Context: an optimization exercise on an open-source flow, tuned for small area and a short achievable clock period. The choices shown serve that exercise and are no tape-out recipe.
In this exercise RTL edits were held to simulation tests only and were not proved equivalent to the original.
Power figures rest on the tool's default switching activity, not on a simulated workload.

run A:
==> flow/design.v (excerpt) <==
module ff_mult32appx(clk, aa, bb, yy1, yy2);
  input clk;
  input [31:0] aa;
  input [31:0] bb;
  output [63:0] yy1, yy2;
  wire [33:0] bx = {1'b0, bb, 1'b0};
  wire [16:0] e1_d, e2_d, en_d;
  genvar j;
  generate for (j = 0; j < 16; j = j + 1) begin : g_enc
    wire hi = bx[2*j+2], mi = bx[2*j+1], lo = bx[2*j];
    assign e1_d[j] = mi ^ lo;
    assign e2_d[j] = (hi & ~mi & ~lo) | (~hi & mi & lo);
    assign en_d[j] = hi;
  end endgenerate
  assign e1_d[16] = bb[31];
  assign e2_d[16] = 1'b0;
  assign en_d[16] = 1'b0;
  wire [102:0] cs_d;
  mult32_low u_low (.aa(aa), .e1_d(e1_d[7:0]), .e2_d(e2_d[7:0]), .en_d(en_d), .cs(cs_d));
  reg [31:0] a1;
  reg [16:8] e1, e2, en;
  reg [102:0] cs;
  reg za, zb, b1one;
  always @(posedge clk) begin
    a1 <= aa;
    e1 <= e1_d[16:8];
    e2 <= e2_d[16:8];
    en <= en_d[16:8];
    cs <= cs_d;
    za <= ~|aa;
    zb <= ~|bb;
    b1one <= (bb == 32'd1);
  end
  wire [63:0] s0_d;
  wire [63:0] pp_d;
  wire [15:0] bg_d;
  wire [15:0] bp_d;
  mult32_tree u_tree (.a1(a1), .e1(e1), .e2(e2), .en(en), .cs(cs), .s0(s0_d), .pp(pp_d), .bg(bg_d), .bp(bp_d));
  wire [63:0] y1_d;
  signed_Mult32_3_Y21_final_4 u_appx (.a(a1), .zero(za | zb), .one(b1one), .y(y1_d));
  reg  [63:0] s0;
  reg  [63:0] pp;
  reg  [15:0] bg;
  reg  [15:0] bp;
  reg [63:0] yy1;
  always @(posedge clk) begin
    s0 <= s0_d;
    pp <= pp_d;
    bg <= bg_d;
    bp <= bp_d;
    yy1 <= y1_d;
  end
  mult32exact u_add (.s0(s0), .pp(pp), .bg(bg), .bp(bp), .y(yy2));
endmodule
Size: about 320 flip-flops, ~190 I/O pins.
make LEC_CHECK=0 CAP_MARGIN=20 CORE_MARGIN=2 CORE_UTILIZATION=40 SETUP_SLACK_MARGIN=4.0 SLEW_MARGIN=20 TNS_END_PERCENT=10 finish   # period 8.0 ns
run.sh (not shown) runs the stock make flow with config.mk's settings and CLKGATE_MAP_FILE= SYNTH_SCRIPT=/design/flow/synth_recipe.tcl, a recipe that flattens the netlist after the stock synthesis.
Run A was carried through to the last stage, and its layout satisfied the timing, DRC and antenna checks.
Modified inputs, run B compared to run A
-- flow/config.mk --
<<< run A, line 8
export CAP_MARGIN = 20
export CORE_MARGIN = 2
export CORE_UTILIZATION = 40
export SETUP_SLACK_MARGIN = 4.0
export SLEW_MARGIN = 20
export TNS_END_PERCENT = 10
>>> run B, line 8
export CAP_MARGIN = 20
export CORE_MARGIN = 2
export CORE_UTILIZATION = 50
export SETUP_SLACK_MARGIN = 4.0
export SLEW_MARGIN = 20
export TNS_END_PERCENT = 2
==> results.txt <==
For the combinational share of power, run B came in 1.1 points lower than run A did. From run A to run B the numbers moved as follows: worst setup slack lower; power lower. Re global-route track usage on met3: run B and run A aren't equal, and the higher value belongs to run A. On total standard cell area after synthesis, run B and run A are neck and neck. Diff run A -> run B: initial core utilization went up by 10 points, non-filler instance count after layout now sits lower. There was hardly any difference in non-clock inverter total of the final layout between run A and run B.
Edits applied to the flow inputs when going from run B to run C:
-- flow/config.mk --
<<< run B, line 8
export CAP_MARGIN = 20
export CORE_MARGIN = 2
export CORE_UTILIZATION = 50
export SETUP_SLACK_MARGIN = 4.0
export SLEW_MARGIN = 20
>>> run C, line 8
export CAP_MARGIN = 20
export CORE_MARGIN = 2
export CORE_UTILIZATION = 40
export SETUP_SLACK_MARGIN = 4.0
export SLEW_MARGIN = 20
Results
Clock skew of run B is on par with run C. Relative to run B, the largest net degree at the start of global routing of run C is higher by 3. When the final numbers for run B and run C were put side by side, the worst reg-to-reg path cell count turned out to be greater in run C. The end of the critical path comes out cs[34] in one run and cs[28] in the other, namely in run C and run B respectively. Comparing the two runs side by side, run C comes out ahead of run B on total number of vias. As far as arithmetic-cell share of the synthesized area counting full adders, half adders and majority gates goes, run B and run C are indistinguishable; the numbers are identical. Global-route usage is higher on run B. Both conditions hold for run C: the flow ran to the end and the final layout passed the timing, DRC and antenna checks. On worst hold-check slack, run C does worse than run B.
### run C -> run D
-- flow/config.mk --
<<< run C, line 11
export SETUP_SLACK_MARGIN = 4.0
export SLEW_MARGIN = 20
export TNS_END_PERCENT = 2
>>> run D, line 11
export SETUP_SLACK_MARGIN = 4.0
export SLEW_MARGIN = 20
Per the comparison of run D with run C, time the worst path needs with I/O delays and setup dropped 0.096 ns; share of the clock period used by the worst path now sits lower; post-cts sizing count went up; final area shows an increase of about 14%. Run C → run D: detailed-routed wire length on met2 went up by about 13%, global-route wire length before repair higher, flip-flop and latch power about even, number of synthesized register bits roughly the same. Run D vs. run C: switching part of the total power lower, cell count after placement roughly the same.

what the ideal ports hide:
How much do the figures lean on ideal ports? The routed layouts below were timed once more, with nothing changed but the port constraints. Step 1 assumes that a clkbuf_16 drives the clock port and a buf_2 every other input. Step 2 adds t to the input delays and takes it off the output delays; t is the mean of the earliest and latest rising clock arrival at the registers after step 1. Input paths then give back, and output paths get back, about the clock's delay inside the block. Three values: ideal, step 1, step 2; two values: the first two.
| run | t, ns | slack for setup (ns) | hold WS [ns] | cell pins on the clock port's net |
|---|---|---|---|---|
| run A | 0.684 | 3.679 / 3.619 / 3.006 | 0.449 / 0.449 / 0.449 | 1 |
| run B | 0.657 | 3.546 / 3.538 / 2.895 | 0.459 / 0.459 / 0.459 | 1 |
| run C | 0.680 | 3.585 / 3.601 / 2.945 | 0.447 / 0.447 / 0.447 | 1 |
| run D | 0.679 | 3.681 / 3.547 / 2.868 | 0.463 / 0.463 / 0.463 | 1 |
After both steps setup and hold are still met in every run listed. The setup slack of run D, which loses most, moves by -0.134 ns with the drivers and by -0.813 ns with both steps.
